From an optimization exercise on the open Yosys and OpenROAD flow, aimed at small area and a short achievable clock period; shortcuts taken in it are not production practice. The RTL was checked by simulation tests, not by an equivalence proof against the original design. Power and IR drop assume default switching activity.

<file path="flow/run.sh">
#!/bin/bash
# synth_recipe.tcl (not shown) runs the flow's synth.tcl, then flattens the netlist and writes it again
# the make line also repeats each setting of config.mk as NAME=value (left out here)
make -C /OpenROAD-flow-scripts/flow DESIGN_CONFIG=/design/flow/config.mk WORK_HOME=/design/flow/orfs CLKGATE_MAP_FILE= SYNTH_SCRIPT=/design/flow/synth_recipe.tcl finish
</file>
<file path="flow/config.mk">
export PLATFORM = sky130hd
export DESIGN_NAME = QPU_V
export DESIGN_NICKNAME = QPU_V
export VERILOG_FILES = /design/flow/design.v
export SDC_FILE = /design/flow/constraint.sdc
export NUM_CORES = 4
export LEC_CHECK = 0
export CAP_MARGIN = 20
export CORE_MARGIN = 2
export CORE_UTILIZATION = 40
export SETUP_SLACK_MARGIN = 2.5
export SLEW_MARGIN = 20
</file>
<file path="flow/constraint.sdc">
create_clock -name core_clock -period 6.0 [get_ports {clk}]
set_input_delay 1.2000 -clock core_clock [delete_from_list [all_inputs] [get_ports {clk}]]
set_output_delay 1.2000 -clock core_clock [all_outputs]
set_load 0.01 [all_outputs]
</file>
<file path="flow/design.v">
module QPU_V(
  input clk,reset,RDY,
  input [15:0]IR,
  input IRQ1,IRQ2,
  input [7:0] A_result,
  input A_vin,A_cin,
  input [7:0] M_Din,
  input I1,I2,I3,I4,
  output [11:0] pc_out,
  output [9:0]  W_AddrO,
  output [7:0]  W_DoutO,
  output [9:0]  M_AddrO,
  output M_WEO,M_IO,
  output A_adc_sbc,A_cout,
  output [7:0] Op1,Op2,
  output [7:0] ST,OPS,RA,RF,RSP
);
reg        s1;
reg [6:0]  OP_TYPE;
reg        IOMode,MWE0,MWE1,OP_PSH_POP,OP_ADC_SBC,LAB7;
reg [3:0]  LWx;
reg [11:0] pc;
reg [9:0]  SP,RX,RY,WAddr;
reg [7:0]  Acc,Flags;
reg [7:0]  OP1R,OP2R;
reg        F1,F2;
reg [2:0]  COP_TYPE,IR_TYPE;
wire [2:0] IR_CMD = IR[14:12];
wire [3:0] IR_REG = IR[11:8];
wire [3:0] IR_REGB= IR[3:0];
wire [3:0] PK_REG = (IR_REG >4'b1001)? 4'b1000:IR_REG;
wire [3:0] PK_REGB= (IR_REGB>4'b1001)? 4'b1000:IR_REGB;
reg [7:0] OP_MUX;
reg       C_NEXT;
always @*
begin
    OP_MUX=Acc;
    C_NEXT=Flags[0];
    case (1'b1)
    OP_TYPE[0]: OP_MUX=OP1R & OP2R;
    OP_TYPE[1]: OP_MUX=OP1R | OP2R;
    OP_TYPE[2]: OP_MUX=OP1R ^ OP2R;
    OP_TYPE[3]: begin OP_MUX=A_result; C_NEXT=A_cin; end
    OP_TYPE[4]: if (~LAB7) begin OP_MUX={Flags[0],OP1R[7:1]}; C_NEXT=OP1R[0]; end
                else OP_MUX=OP1R+8'd1;
    OP_TYPE[5]: OP_MUX=OP2R;
    default: ;
    endcase
end
wire [9:0] PBASE = ~s1 ? SP : (IR_TYPE==3'b110) ? RX : (IR_TYPE==3'b111) ? RY : SP;
wire [9:0] PDIFF = PBASE - {{2{IR[7]}},IR[7:0]};
wire dec = ~s1 & ~IR[15];
reg [6:0]  n_OP_TYPE;
reg [7:0]  n_OP1,n_OP2;
reg        n_F1,n_F2;
always @*
begin
    case (IR_CMD)
    3'b000: n_OP_TYPE=7'b0000001;
    3'b001: n_OP_TYPE=7'b0000010;
    3'b010: n_OP_TYPE=7'b0000100;
    3'b011: n_OP_TYPE=7'b0001000;
    3'b100: n_OP_TYPE=7'b0010000;
    3'b101: n_OP_TYPE=7'b0001000;
    3'b110: n_OP_TYPE=7'b0100000;
    default: n_OP_TYPE=7'b1000000;
    endcase
    n_F1=1'b0;
    if (LWx==PK_REG)                      n_OP1=OP_MUX;
    else if (IR_REG==4'b1001)             n_OP1=Flags;
    else if (IR_REG[3] | (IR_CMD>=3'b110)) n_OP1=Acc;
    else begin n_OP1=8'd0; n_F1=1'b1; end
    n_F2=1'b0;
    if (IR_REG[3:1]==3'b101)
    begin
        if (LWx==PK_REGB)         n_OP2=OP_MUX;
        else if (IR_REGB==4'b1001) n_OP2=Flags;
        else if (IR_REGB[3])      n_OP2=Acc;
        else begin n_OP2=8'd0; n_F2=1'b1; end
    end
    else n_OP2=IR[7:0];
end
wire f1 = dec ? n_F1 : F1;
wire f2 = dec ? n_F2 : F2;
wire mem = (IR_REG>=4'b1100);
wire ext = (IR_CMD==3'b100) & (IR_REG>4'b1000);
always @(posedge clk)
begin
    LAB7<=IR[7];
    IR_TYPE<=IR[10:8];
    OP_ADC_SBC<=~IR[14];
    COP_TYPE<=IR[14:12];
    F1<=f1;
    F2<=f2;
    OP1R<= f1 ? M_Din : (dec ? n_OP1 : OP1R);
    OP2R<= f2 ? M_Din : (dec ? n_OP2 : OP2R);
    if (reset)
    begin
        s1<=1'b0;
        OP_TYPE<=7'd0;
        IOMode<=1'b0;
        MWE0<=1'b0;
        MWE1<=1'b0;
        LWx<=4'b1111;
        pc<=12'd0;
        SP<=10'h100;
        RX<=10'd0;
        RY<=10'd0;
        Flags<=8'd0;
        Acc<=8'hA5;
    end
    else if (~s1)
    begin
        if (~IR[15])
        begin
            OP_TYPE<=n_OP_TYPE;
            if (mem)
            begin
                case (IR[9:8])
                2'b00: WAddr<={2'd0,IR[7:0]};
                2'b01: WAddr<=PDIFF;
                2'b10: WAddr<=RX;
                2'b11: WAddr<=RY;
                endcase
                OP_PSH_POP<=(IR[9:7]==3'b010) & (IR_CMD>=3'b110);
                IOMode<=(IR[7:6]==2'b00);
                MWE1<=(IR_CMD==3'b111);
                MWE0<=1'b0;
                LWx<=4'b1000;
                s1<=1'b1;
            end
            else
            begin
                WAddr<={6'd0,PK_REG};
                OP_PSH_POP<=1'b0;
                IOMode<=1'b0;
                MWE1<=1'b0;
                MWE0<=~ext;
                s1<=ext;
                if (~ext) pc<=pc+12'd1;
                LWx<=PK_REG;
            end
            if (MWE0)
            begin
                if (LWx==4'b1001)
                    Flags<=OP_MUX;
                else
                begin
                    if (LWx>=4'b1000)
                        Acc<=OP_MUX;
                    Flags[0]<=C_NEXT;
                    Flags[1]<=(OP_MUX==8'd0);
                    if (n_OP_TYPE[3])
                        Flags[2]<=A_vin;
                    Flags[3]<=OP_MUX[7];
                end
            end
        end
        else
        begin
            LWx<=4'b1110;
            MWE0<=1'b0;
            MWE1<=1'b0;
            OP_TYPE<=7'd0;
            pc<=pc+12'd1;
        end
    end
    else
    begin
        if (COP_TYPE==3'b100)
        begin
            if (IR_TYPE[2:1]==2'b01)
                SP<={M_Din[1:0],Acc};
            else if (IR_TYPE==3'b101)
                SP<=PDIFF;
            else if (IR_TYPE==3'b110)
                RX<=PDIFF;
            else if (IR_TYPE==3'b111)
                RY<=PDIFF;
            LWx<=4'b1110;
            MWE0<=1'b0;
        end
        else if (COP_TYPE<3'b110)
        begin
            WAddr<=10'd8;
            LWx<=4'b1000;
            MWE0<=1'b1;
        end
        else
        begin
            if (COP_TYPE==3'b110)
                Acc<=M_Din;
            LWx<=4'b1110;
            MWE0<=1'b0;
        end
        MWE1<=1'b0;
        if (OP_PSH_POP)
        begin
            if (COP_TYPE[0])
                SP<=WAddr;
            else
                SP<=SP+10'd1;
        end
        OP_PSH_POP<=1'b0;
        IOMode<=1'b0;
        pc<=pc+12'd1;
        s1<=1'b0;
    end
end
assign pc_out=pc;
assign W_AddrO=WAddr;
assign M_AddrO= s1 ? WAddr : {6'd0, IR_REG[3] ? PK_REGB : PK_REG};
assign W_DoutO= s1 ? Acc : OP_MUX;
assign M_WEO=MWE0|MWE1;
assign M_IO=IOMode;
assign A_adc_sbc=OP_ADC_SBC;
assign A_cout=Flags[0];
assign Op1=OP1R;
assign Op2=OP2R;
assign ST={LWx,F2,COP_TYPE};
assign OPS={1'b0,OP_TYPE};
assign RA=Acc;
assign RF=Flags;
assign RSP=SP[7:0];
endmodule
</file>
==> results of run 1 <==
==> power groups by stage <==
stage	Sequential [mW]	Combinational (mW)	Clock [mW]
floorplan	0.850	0.207	0
global placement	0.865	0.364	0
detailed placement	0.865	0.367	0
CTS	0.846	0.427	0.666
global route	0.848	0.496	0.691
finish	0.845	0.463	0.655
==> critical path, delay by kind of cell (launching register included) <==
kind | cells | cell delay (ns)
buf+inv | 14 | 1.79
simple gates | 3 | 0.64
compound gates | 3 | 0.62
flops | 1 | 0.46
==> layout make-up <==
class	count	area, um^2	share of cell area [%]
Clock inverter	4	40.04	0.4100
Sequential cell	110	2484	25.43
Timing Repair Buffer	199	1882	19.27
Multi-Input combinational cell	667	4614	47.25
Inverter	45	170.2	1.742
Tap cell	229	286.5	2.934
Clock buffer	12	289.0	2.960
==> cell usage in the layout, fill, tap and decap left out, types with 19 or more instances in the layout <==
cell / count
mux2_2: 21
nor2_1: 72
a211oi_1: 19
mux2i_1: 35
clkdlybuf4s50_1: 105
o21ai_0: 38
ha_1: 28
buf_4: 61
edfxtp_1: 27
inv_1: 43
nand2_1: 96
dfxtp_1: 76
a21oi_1: 61
==> cell families after synthesis <==
| logic type | synth area share (%) |
|---|---|
| AND/OR/NAND/NOR | 20.38 |
| AO/OA/AOI/OAI | 20.76 |
| flip-flops | 33.29 |
| buffers and inverters | 6.553 |
| multiplexers | 10.33 |
| XOR/XNOR | 3.656 |
| adder cells (fa/ha/maj) | 4.987 |
| other | 0.05049 |
==> final timing paths <==
path,startpoint,cells after the start,end
max,OP1R[5],20,Acc[7]
min,OP_TYPE[6],2,OP_TYPE[6]
max reg2reg,OP1R[5],20,Acc[7]
min reg2reg,OP_TYPE[6],2,OP_TYPE[6]
==> cells in the mapped netlist (all sizes together), types with 8 or more instances <==
library cell / instances / share of area (%)
mux2: 27 / 4.1
a21oi: 69 / 4.7
and2: 12 / 1.0
nand2b: 11 / 0.93
nand3: 19 / 1.3
xor2: 16 / 1.9
a211oi: 19 / 1.9
nand4: 8 / 0.67
clkbuf: 27 / 1.4
o211ai: 16 / 1.6
dfxtp: 83 / 22
nand2: 98 / 5.0
a22o: 9 / 1.1
edfxtp: 27 / 11
a22oi: 8 / 0.88
mux2i: 35 / 4.7
ha: 28 / 4.7
nor4: 8 / 0.67
nor3: 16 / 1.1
nor2b: 20 / 1.8
xnor2: 15 / 1.8
buf: 35 / 2.9
inv: 44 / 2.2
o21ai: 47 / 3.2
nor2: 75 / 3.9
a31oi: 13 / 1.1
==> metrics by stage <==
stage                     instances  util, %
after floorplan                 884        -
after global placement         1193    48.61
after detailed placement       1193    48.61
after CTS                      1247    52.99
after global routing           1266    54.00
final                          1266    54.00
==> layer usage <==
layer | track usage, % | up-vias
met5 | 0 | -
met4 | 7.921 | 0
met3 | 4.000 | 45
met2 | 42.29 | 272
met1 | 34.66 | 3510
li1 | - | 3477
==> sequential cells by signal, summed over array words and instances, names as in the netlist <==
name        flops
Acc             8
COP_TYPE        3
F1              1
F2              1
Flags           8
IOMode          1
IR_TYPE         3
LAB7            1
LWx             4
MWE0            1
MWE1            1
OP1R            8
OP2R            8
OP_ADC_SBC      1
OP_PSH_POP      1
OP_TYPE         7
RX             10
RY             10
SP             10
WAddr          10
pc             12
s1              1
==> what timing repair did <==
item	CTS	global route
gates resized for setup	127	16
pin swaps	19	8
gates cloned	2	0
hold buffers	0	0
buffers inserted	36	19
endpoints found under the hold margin	0	0
setup endpoints to repair	28	20
==> qor.csv, run 1 <==
stage;metric;value;unit
timing;Pins Over Slew Limit;0;
cells_and_area;Antenna Cells;0;
global_route;total track usage;25.64;%
synth;Cells after Synth;884;
cells_and_area;Fillers;1723;
cts;H-tree levels;3;
die;# IOs;143;
global_route;largest net degree at the start of global routing;47;
worst_setup_path;crit path cell chain;nand4_1 > or3_1 > a41o_1 > a21oi_2 > nand2_2 > buf_4 > buf_4 > buf_4 > buf_4 > buf_4 > buf_4 > buf_4 > buf_4 > buf_4 > buf_4 > buf_4 > buf_4 > buf_4 > buf_4 > a22oi_1;
global_route;initial antenna violation count;0;
drt;DR DRC count;0;
worst_setup_path;CP arrival;3.87;ns
cells_and_area;P&R area growth vs syn;31.49;%
cts;buffer depth of the longest clock path;2;
synth;post-synthesis sequential area ratio;33.29;%
drt;initial DRC count;533;
drt;drt wl/cell;20.27;um
power_and_ir_drop;Int Pwr;1.377;mW
cells_and_area;share of layout cells above drive strength 1;18.03;%
timing;Max Freq;278.8;MHz
timing;Final Skew;0.008650;ns
cts;Clk Tree Root Cell;clkbuf_16;
cts;clock latency (worst-skew pair);0.37;ns
die;die height;140.3;um
timing;min cycle time layout;3.587;ns
power_and_ir_drop;Power Density;201.0;mW/mm^2
worst_setup_path;R2R Setup Slk;2.41;ns
power_and_ir_drop;leakage;3.802;nW
timing;Worst Setup Slack, final;2.413;ns
timing;unrepaired setup endpoints after global routing;true;
power_and_ir_drop;switching part of the total power;29.83;%
synth;syn nets;956;
cts;clock slew at reported path FFs;0.08;ns
power_and_ir_drop;Comb power frac;23.6;%
drt;vias per inst;5.769;
cts;TritonCTS buffer count;9;
cells_and_area;cell area after layout;0.009766;mm^2
worst_setup_path;Required @ worst endpoint;6.29;ns
power_and_ir_drop;Psw;0.5855;mW
cts;# clock sinks;110;
synth;ys async rst share;0;%
outcome;status;finished clean;
die;core footprint;0.01809;mm^2
drt;met2 wire len;11.82;mm
synth;Post-synth EDFFs;27;
timing;final setup vio count;0;
synth;Yosys warning count;1;
hold_path;Hold/Removal Path Class;reg -> reg;
timing;slew margin rel.;26.35;%
run;Max-Cap Viols;0;
worst_setup_path;critical-path maximum fanout;4;
die;die area;0.01967;mm^2
cts;CTS tree;built;
timing;Fin. Hold Viols;0;
drt;top sig layer;met4;
synth;Post-synth top flop;dfxtp_1;
die;Site Rows;49;
power_and_ir_drop;Seq pwr share;43.0;%
global_route;first-pass GRT wire length;39.33;mm
global_route;GRT overflow;0;
synth;Synth cell types;78;
timing;Worst Tran Pin Value;1.105;ns
drt;WL met1;11.80;mm
placed_design;pre-CTS setup slack;1.514;ns
worst_setup_path;most used cell, CP;buf_4;
power_and_ir_drop;clock power share;33.4;%
timing;Final Cycle Share;59.79;%
worst_setup_path;CP max stage cell;edfxtp_1;
drt;Final ANT Viol Nets;0;
synth;synthesis-stage register bit count;110;
placed_design;Detailed Place HPWL;17.85;mm
placed_design;port buffer count;134;
cells_and_area;final net count;1104;
timing;Worst Hold Slack;0.4695;ns
worst_setup_path;startpoint types;register;
power_and_ir_drop;Total Power;1.963;mW
drt;via count;7304;
timing;Post-Route Setup TNS;0;ns
worst_setup_path;max incr delay on CP;0.46;ns
synth;syn avg cell area;8.402;um^2
drt;metal3 WL;1.461;mm
die;Die Width;140.3;um
global_route;vias in the first global route;6907;
placed_design;Placed Area;0.008792;mm^2
worst_setup_path;Setup CP Type;reg -> reg;
power_and_ir_drop;Max VDD drop;170.7;uV
worst_setup_path;Critical Path End Type;register;
placed_design;Final Wtd Congestion;0.8735;
drt;final wirelength;25.66;mm
synth;Synth Cell Area;0.007427;mm^2
drt;TritonRoute pass-1 iters;5;
die;initial core utilization;41.07;%
==> run 2: changes to the inputs <==
--- a/flow/config.mk
+++ b/flow/config.mk
@@ -8,5 +8,5 @@
 export CAP_MARGIN = 20
 export CORE_MARGIN = 2
 export CORE_UTILIZATION = 40
-export SETUP_SLACK_MARGIN = 2.5
+export SETUP_SLACK_MARGIN = 3.5
 export SLEW_MARGIN = 20
==> run 2 against run 1 <==
Effect of this change: first-iteration DRC count shrank 8.4%; critical endpoint is now W_DoutO[1]; combinational power grew 24%; synthesized area is the same; wire length grew 9.6%; global-route usage grew 2.0 points; synthesized cell count is the same; register-to-register slack gained 0.67 ns; sequential power shrank 2%; final cell count grew 7.6%.
==> qor.csv, run 2 <==
stage;metric;value;unit;change
die;core footprint;0.01809;mm^2;unchanged
synth;XOR/XNOR Fraction of Synth Area;3.656;%;unchanged
die;die height;140.3;um;unchanged
drt;TritonRoute pass-1 iters;5;;unchanged
synth;Yosys warning count;1;;unchanged
timing;Worst Tran Pin Value;0.7567;ns;-0.3481 ns
cts;buffer depth of the longest clock path;2;;unchanged
synth;Synth Cell Area;0.007427;mm^2;unchanged
cells_and_area;Largest register FFs;12;;unchanged
synth;syn nets;956;;unchanged
placed_design;Detailed Place HPWL;17.73;mm;-0.67%
timing;Fin. Hold Viols;0;;unchanged
synth;post-synth top area share;22.37;%;unchanged
placed_design;port buffer count;134;;unchanged
run;Max-Cap Viols;0;;unchanged
synth;top cells by area, synth;dfxtp_1, edfxtp_1, nand2_1, ha_1, mux2i_1;;
hold_path;Hold/Removal Path Class;reg -> reg;;
cts;clock slew at reported path FFs;0.08;ns;about the same
timing;final setup vio count;0;;unchanged
worst_setup_path;Setup CP Type;reg -> out;;
timing;Pins Over Slew Limit;0;;unchanged
synth;Synth cell types;78;;unchanged
cells_and_area;Antenna Cells;0;;unchanged
cts;H-tree levels;3;;unchanged
die;Die Width;140.3;um;unchanged
cts;CTS tree;built;;
timing;unrepaired setup endpoints after global routing;true;;
synth;Post-synth EDFFs;27;;unchanged
cts;clock latency (worst-skew pair);0.37;ns;about the same
cells_and_area;final net count;1200;;+8.7%
die;die area;0.01967;mm^2;unchanged
cts;# clock sinks;110;;unchanged
drt;Final ANT Viol Nets;0;;unchanged
global_route;largest net degree at the start of global routing;56;;+19%
timing;min cycle time layout;3.444;ns;-0.1429 ns
drt;initial DRC count;488;;-8.4%
worst_setup_path;CP max stage cell;edfxtp_1;;
synth;largest family of logic cells by synthesized area;compound AO/OA/AOI/OAI gates;;
drt;via count;7768;;+6.4%
synth;synthesis-stage register bit count;110;;unchanged
placed_design;Cell Count Post-Placement;1193;;unchanged
timing;Final Cycle Share;57.41;%;-2.4 points
cells_and_area;Non-Filler Instances;1362;;+7.6%
drt;DR DRC count;0;;unchanged
global_route;vias in the first global route;7438;;+7.7%
global_route;initial antenna violation count;0;;unchanged
synth;count leader, synth;nand2_1;;
cts;Clk Tree Root Cell;clkbuf_16;;
synth;ys async rst share;0;%;unchanged
synth;multiplexer area fraction after synthesis;10.33;%;unchanged
die;# IOs;143;;unchanged
drt;drt wl/cell;20.65;um;+1.9%
timing;Post-Route Setup TNS;0;ns;unchanged
timing;Final Skew;0.009724;ns;+0.001074 ns
worst_setup_path;crit path cell chain;ha_1 > mux2i_1 > mux2_2 > o211ai_1 > nor2_1 > a21oi_2 > buf_2;;
cts;TritonCTS buffer count;9;;unchanged
worst_setup_path;R2R Setup Slk;3.08;ns;+0.67 ns
synth;Commonest cells post-synth;nand2_1, dfxtp_1, nor2_1;;
synth;Compound-Gate Fraction of Synth Area;20.75;%;unchanged
power_and_ir_drop;Max VDD drop;123.2;uV;-28%
outcome;status;finished clean;;
synth;Cells after Synth;884;;unchanged
synth;Post-synth top flop;dfxtp_1;;
timing;Worst Setup Slack, final;2.556;ns;+0.1429 ns
cells_and_area;share of layout cells above drive strength 1;36.80;%;+19 points
power_and_ir_drop;Power Density;176.4;mW/mm^2;-12%
die;initial core utilization;41.07;%;unchanged
worst_setup_path;CP arrival;2.24;ns;-1.63 ns
worst_setup_path;critical-path maximum fanout;4;;unchanged
global_route;total track usage;27.60;%;+2.0 points
cells_and_area;final core utilization;62.95;%;+9.0 points
synth;post-synth top area cell;dfxtp_1;;
cts;hold_buf cts;0;;unchanged
worst_setup_path;startpoint types;register;;
worst_setup_path;Required @ worst endpoint;4.80;ns;-1.49 ns
power_and_ir_drop;leakage;4.872;nW;+28%
timing;slew margin rel.;49.55;%;+23 points
die;Site Rows;49;;unchanged
synth;post-synthesis sequential area ratio;33.29;%;unchanged
synth;Synth Area in Simple Gates;20.38;%;unchanged
placed_design;pre-CTS setup slack;1.764;ns;+0.2498 ns
global_route;first-pass GRT wire length;42.49;mm;+8.0%
cells_and_area;P&R area growth vs syn;53.30;%;
global_route;GRT overflow;0;;unchanged
worst_setup_path;Critical Path End Type;primary output;;
cells_and_area;commonest non-fill, non-tap cell in the layout;buf_4;;
placed_design;Final Wtd Congestion;0.9051;;+3.6%
cells_and_area;most flop-heavy register;pc;;
timing;Max Freq;290.3;MHz;+4.1%
drt;vias per inst;5.703;;-1.1%
drt;final wirelength;28.12;mm;+9.6%
cells_and_area;most frequent cells in the layout;buf_4, nand2_1, nor2_1, dlygate4sd2_1, a21oi_1;;
worst_setup_path;max incr delay on CP;0.51;ns;+0.05 ns
synth;syn avg cell area;8.402;um^2;unchanged
synth;Post-Synth Adder-Cell Area;4.987;%;unchanged
[run 2: cell types whose count changed in the layout (fill, tap and decap cells not counted), sizes merged, moves of 3 or more]
cell,delta
dlymetal6s2s,+12
dlygate4sd2,+54
buf,+111
clkdlybuf4s50,-88
clkdlybuf4s15,+3
[run 2: stage by stage]
stage | instance area [um^2] | power, mW | hold slack (ns)
floorplan | 7790 | 1.087 | 0.4424
global placement | 9036 | 1.249 | 0.4543
detailed placement | 9036 | 1.251 | 0.4553
CTS | 10790 | 1.950 | 0.4653
global route | 11390 | 2.086 | 0.4916
finish | 11390 | 2.009 | 0.4628
[run 2: path summary, 6_finish.rpt]
| kind | from | end | depth (start not counted) |
|---|---|---|---|
| setup / recovery | OP1R[0] | W_DoutO[1] | 7 |
| hold / removal | OP_TYPE[6] | OP_TYPE[6] | 2 |
| setup reg to reg | IR_TYPE[0] | WAddr[6] | 11 |
| hold reg to reg | OP_TYPE[6] | OP_TYPE[6] | 2 |
[run 2: cell type report]
class	instances	area (um^2)
clock buffer	9	225.2
clock inverter	7	62.56
fill	1540	6700
inverter	45	178.9
multi-input combinational	668	5308
sequential	110	2576
tap	229	286.5
timing repair buffer	294	2749
[run 2: cell families (layout without fill, tap and decap cells)]
kind of cell	count (synthesis)	count (layout)
adder cells (fa/ha/maj)	29	29
other	1	1
flip-flops	110	110
AO/OA/AOI/OAI	233	233
buffers and inverters	107	355
multiplexers	67	67
XOR/XNOR	31	31
AND/OR/NAND/NOR	306	307
[run 2: worst max-delay path, delay by kind of cell, from the launching register on]
family,cells,cell delay [ns]
DFF,1,0.51
muxes,2,0.33
AOI/OAI and AO/OA,2,0.46
adders and majority gates,1,0.32
buffers and inverters,1,0.15
and+or+nand+nor,1,0.11
[run 2: layer usage]
metal  global-route usage [%]  wire length [um]
met5                        0                 0
met4                    10.37               696
met3                    3.077              1586
met2                    47.81             13930
met1                    35.49             11910
[run 2: power breakdown]
group	internal (mW)	switching (mW)	leakage [nW]	total, mW
Sequential	0.787	0.0417	0.959	0.829
Clock	0.293	0.314	0.145	0.608
Combinational	0.292	0.280	3.77	0.572
Total	1.37	0.636	4.87	2.01
[run 2: timing repair]
action	in CTS	in global routing
setup buffers	116	33
resized for setup	372	117
gates cloned	3	1
endpoints found under the setup margin	206	86
pin swaps	55	44
endpoints found under the hold margin	0	0
==> run 3: changes to the inputs <==
--- a/flow/config.mk
+++ b/flow/config.mk
@@ -8,5 +8,4 @@
 export CAP_MARGIN = 20
 export CORE_MARGIN = 2
 export CORE_UTILIZATION = 40
-export SETUP_SLACK_MARGIN = 3.5
 export SLEW_MARGIN = 20
==> run 3 against run 2 <==
Effect of this change: worst setup slack lost 1.1 ns; synthesized area is the same; critical path depth shrank 2; via count shrank 11%; register-to-register slack lost 0.88 ns; wire length shrank 14%; clock skew shrank 0.0014 ns; sequential power grew 2.4%; clock power grew 7.6%; sequential share of layout area grew 4.5 points; largest power group unchanged.
==> qor.csv, run 3 <==
stage;metric;value;unit;change
run;Max-Cap Viols;0;;unchanged
global_route;total track usage;24.35;%;-3.3 points
cells_and_area;Fillers;1761;;+14%
cts;TritonCTS buffer count;9;;unchanged
die;# IOs;143;;unchanged
die;die height;140.3;um;unchanged
worst_setup_path;worst setup path start;IR[11];;
cells_and_area;Largest register FFs;12;;unchanged
synth;synthesis-stage register bit count;110;;unchanged
drt;drt wl/cell;20.01;um;-3.1%
cts;H-tree levels;3;;unchanged
cells_and_area;register area;0.002472;mm^2;-4.0%
cells_and_area;P&R area growth vs syn;22.84;%;
worst_setup_path;R2R Setup Slk;2.20;ns;-0.88 ns
die;core footprint;0.01809;mm^2;unchanged
hold_path;Hold/Removal Path Class;reg -> reg;;
synth;Synth Area in Simple Gates;20.38;%;unchanged
synth;largest family of logic cells by synthesized area;compound AO/OA/AOI/OAI gates;;
placed_design;Detailed Place HPWL;17.85;mm;+0.67%
drt;initial DRC count;528;;+8.2%
cts;CTS tree;built;;
die;initial core utilization;41.07;%;unchanged
cts;# clock sinks;110;;unchanged
die;die area;0.01967;mm^2;unchanged
synth;post-synthesis sequential area ratio;33.29;%;unchanged
drt;DR DRC count;0;;unchanged
timing;Worst Tran Pin Value;1.096;ns;+0.3388 ns
cts;clock latency (worst-skew pair);0.36;ns;about the same
synth;Synth Cell Area;0.007427;mm^2;unchanged
cells_and_area;Non-Filler Instances;1210;;-11%
placed_design;Cell Count Post-Placement;1193;;unchanged
worst_setup_path;end point of the critical path;M_AddrO[1];;
synth;top cells by area, synth;dfxtp_1, edfxtp_1, nand2_1, ha_1, mux2i_1;;
cells_and_area;commonest non-fill, non-tap cell in the layout;clkdlybuf4s50_1;;
timing;slew margin rel.;26.96;%;-23 points
global_route;initial antenna violation count;1;;+1
worst_setup_path;startpoint types;input pin;;
synth;syn nets;956;;unchanged
worst_setup_path;Required @ worst endpoint;4.80;ns;about the same
global_route;first-pass GRT wire length;37.31;mm;-12%
drt;vias per inst;5.728;;+0.43%
cts;hold_buf cts;0;;unchanged
cts;clock slew at reported path FFs;0.08;ns;about the same
worst_setup_path;CP arrival;3.32;ns;+1.08 ns
worst_setup_path;Worst R2R End;WAddr[6];;
worst_setup_path;critical-path maximum fanout;22;;+18
timing;Final Skew;0.008314;ns;-0.001410 ns
worst_setup_path;r2r worst-path depth;12;;+1
synth;Commonest cells post-synth;nand2_1, dfxtp_1, nor2_1;;
power_and_ir_drop;Max VDD drop;167.7;uV;+36%
timing;min cycle time layout;4.519;ns;+1.074 ns
die;Die Width;140.3;um;unchanged
synth;Cells after Synth;884;;unchanged
synth;Compound-Gate Fraction of Synth Area;20.75;%;unchanged
timing;final setup vio count;0;;unchanged
drt;via count;6931;;-11%
cells_and_area;most frequent cells in the layout;clkdlybuf4s50_1, nand2_1, dfxtp_1, nor2_1, a21oi_1;;
power_and_ir_drop;leakage;3.397;nW;-30%
timing;Final Cycle Share;75.31;%;+18 points
timing;Max Freq;221.3;MHz;-24%
cts;Clk Tree Root Cell;clkbuf_16;;
synth;post-synth top area share;22.37;%;unchanged
cells_and_area;area occupied by multi-input gates;0.004468;mm^2;-16%
synth;count leader, synth;nand2_1;;
synth;Synth cell types;78;;unchanged
timing;unrepaired setup endpoints after global routing;false;;
cells_and_area;final net count;1047;;-13%
synth;XOR/XNOR Fraction of Synth Area;3.656;%;unchanged
synth;Post-Synth Adder-Cell Area;4.987;%;unchanged
drt;final wirelength;24.21;mm;-14%
timing;Pins Over Slew Limit;0;;unchanged
power_and_ir_drop;Power Density;205.3;mW/mm^2;+16%
synth;ys async rst share;0;%;unchanged
timing;Worst Hold Slack;0.4695;ns;+0.006705 ns
drt;Final ANT Viol Nets;0;;unchanged
synth;post-synth top area cell;dfxtp_1;;
drt;TritonRoute pass-1 iters;5;;unchanged
worst_setup_path;FF-to-FF Start;IR_TYPE[0];;
synth;syn avg cell area;8.402;um^2;unchanged
synth;Post-synth top flop;dfxtp_1;;
placed_design;port buffer count;134;;unchanged
cells_and_area;share of layout cells above drive strength 1;7.755;%;-29 points
cts;postcts setup bufs;0;;-100%
timing;Fin. Hold Viols;0;;unchanged
global_route;GRT overflow;0;;unchanged
cells_and_area;most flop-heavy register;pc;;
worst_setup_path;Critical Path End Type;primary output;;
timing;Post-Route Setup TNS;0;ns;unchanged
global_route;largest net degree at the start of global routing;47;;-16%
placed_design;Final Wtd Congestion;0.8735;;-3.5%
worst_setup_path;Setup CP Type;in -> out;;
global_route;vias in the first global route;6472;;-13%
synth;multiplexer area fraction after synthesis;10.33;%;unchanged
synth;Post-synth EDFFs;27;;unchanged
synth;Yosys warning count;1;;unchanged
outcome;status;finished clean;;
cts;buffer depth of the longest clock path;2;;unchanged
die;Site Rows;49;;unchanged
cts;CTS resizes;0;;-100%
-- run 3: changes by cell type in the layout (fill, tap and decap cells not counted), sizes merged, moves of 3 or more --
cell | previous run | this run
dlygate4sd2 | 61 | 0
clkdlybuf4s15 | 11 | 0
buf | 186 | 9
clkdlybuf4s50 | 17 | 133
dlymetal6s2s | 12 | 0
bufbuf | 3 | 0
-- run 3: area by class of cell --
class	count	share of cell area, %
Timing Repair Buffer	142	15.30
Antenna cell	1	0.02743
Multi-Input combinational cell	667	48.97
Tap cell	229	3.140
Sequential cell	110	27.10
Clock buffer	12	3.168
Inverter	45	1.851
Clock inverter	4	0.4388
-- run 3: worst max-delay path, stage by stage --
cell             delay, ns
clkdlybuf4s50_1       0.99
nor2b_1               0.25
a21oi_1               0.11
o21ai_0               0.18
clkdlybuf4s50_1       0.57
-- run 3: cell families (layout without fill, tap and decap cells) --
| group | count (synthesis) | in the layout |
|---|---|---|
| and+or+nand+nor | 306 | 306 |
| AOI/OAI and AO/OA | 233 | 233 |
| DFF | 110 | 110 |
| buffers and inverters | 107 | 203 |
| muxes | 67 | 67 |
| xor gates and xnor gates | 31 | 31 |
| adders and majority gates | 29 | 29 |
| other | 1 | 2 |
-- run 3: worst min-delay path by stage --
stage	from	endpoint	slack, ns	cells after the start
CTS	RY[4]	RY[4]	0.47	2
floorplan	RY[9]	RY[9]	0.44	2
global route	OP_TYPE[6]	OP_TYPE[6]	0.49	2
global placement	RY[4]	RY[4]	0.45	2
detailed placement	RY[9]	RY[9]	0.46	2
finish	OP_TYPE[6]	OP_TYPE[6]	0.47	2
-- run 3: power by group --
| part | switching, mW | internal (mW) |
|---|---|---|
| sequential | 0.0558 | 0.793 |
| combinational | 0.198 | 0.173 |
| clock | 0.301 | 0.353 |
-- run 3: stage by stage --
step,worst slack [ns],util (%),power [mW],instance area (um^2)
2_1_floorplan,2.642,-,1.057,7427
3_3_place_gp,1.534,48.61,1.230,8792
3_5_place_dp,1.514,48.61,1.232,8792
4_1_cts,1.514,50.43,1.883,9121
5_1_grt,1.283,50.43,1.946,9121
6_report,1.481,50.45,1.873,9124
-- run 3: layer usage --
layer  GRT usage (%)  wire length (um)  vias up
met5               0                 0        -
met4           6.433               347        0
met3           4.308              1531       21
met2           38.65             10840      249
met1           34.30             11490     3297
li1                -                 -     3364

## afterwards: timing with drivers on the ports
No port has a modelled driver above. Below, the same layouts with a new extraction and two added sets of constraints. Step 1: set_driving_cell puts a clkbuf_16 on clk and a buf_2 on each other input, an assumption about the parent block. Step 2 adds t to the input delays and takes it off the output delays; t is the mean of the earliest and latest rising clock arrival at the registers after step 1. Input paths then give back, and output paths get back, about the clock's delay inside the block. Three values: ideal, step 1, step 2; two values: the first two.
| run | t (ns) | setup slack, ns | worst hold slack (ns) |
|---|---|---|---|
| run 1 | 0.406 | 2.413 / 2.413 / 2.033 | 0.469 / 0.469 / 0.469 |
| run 2 | 0.408 | 2.556 / 2.510 / 2.528 | 0.463 / 0.463 / 0.463 |
| run 3 | 0.402 | 1.481 / 1.443 / 1.443 | 0.470 / 0.470 / 0.470 |
After both steps setup and hold are still met in every run listed. For run 1, which loses most, drivers alone change the setup slack by 0.000 ns; drivers and shift together by -0.380 ns.
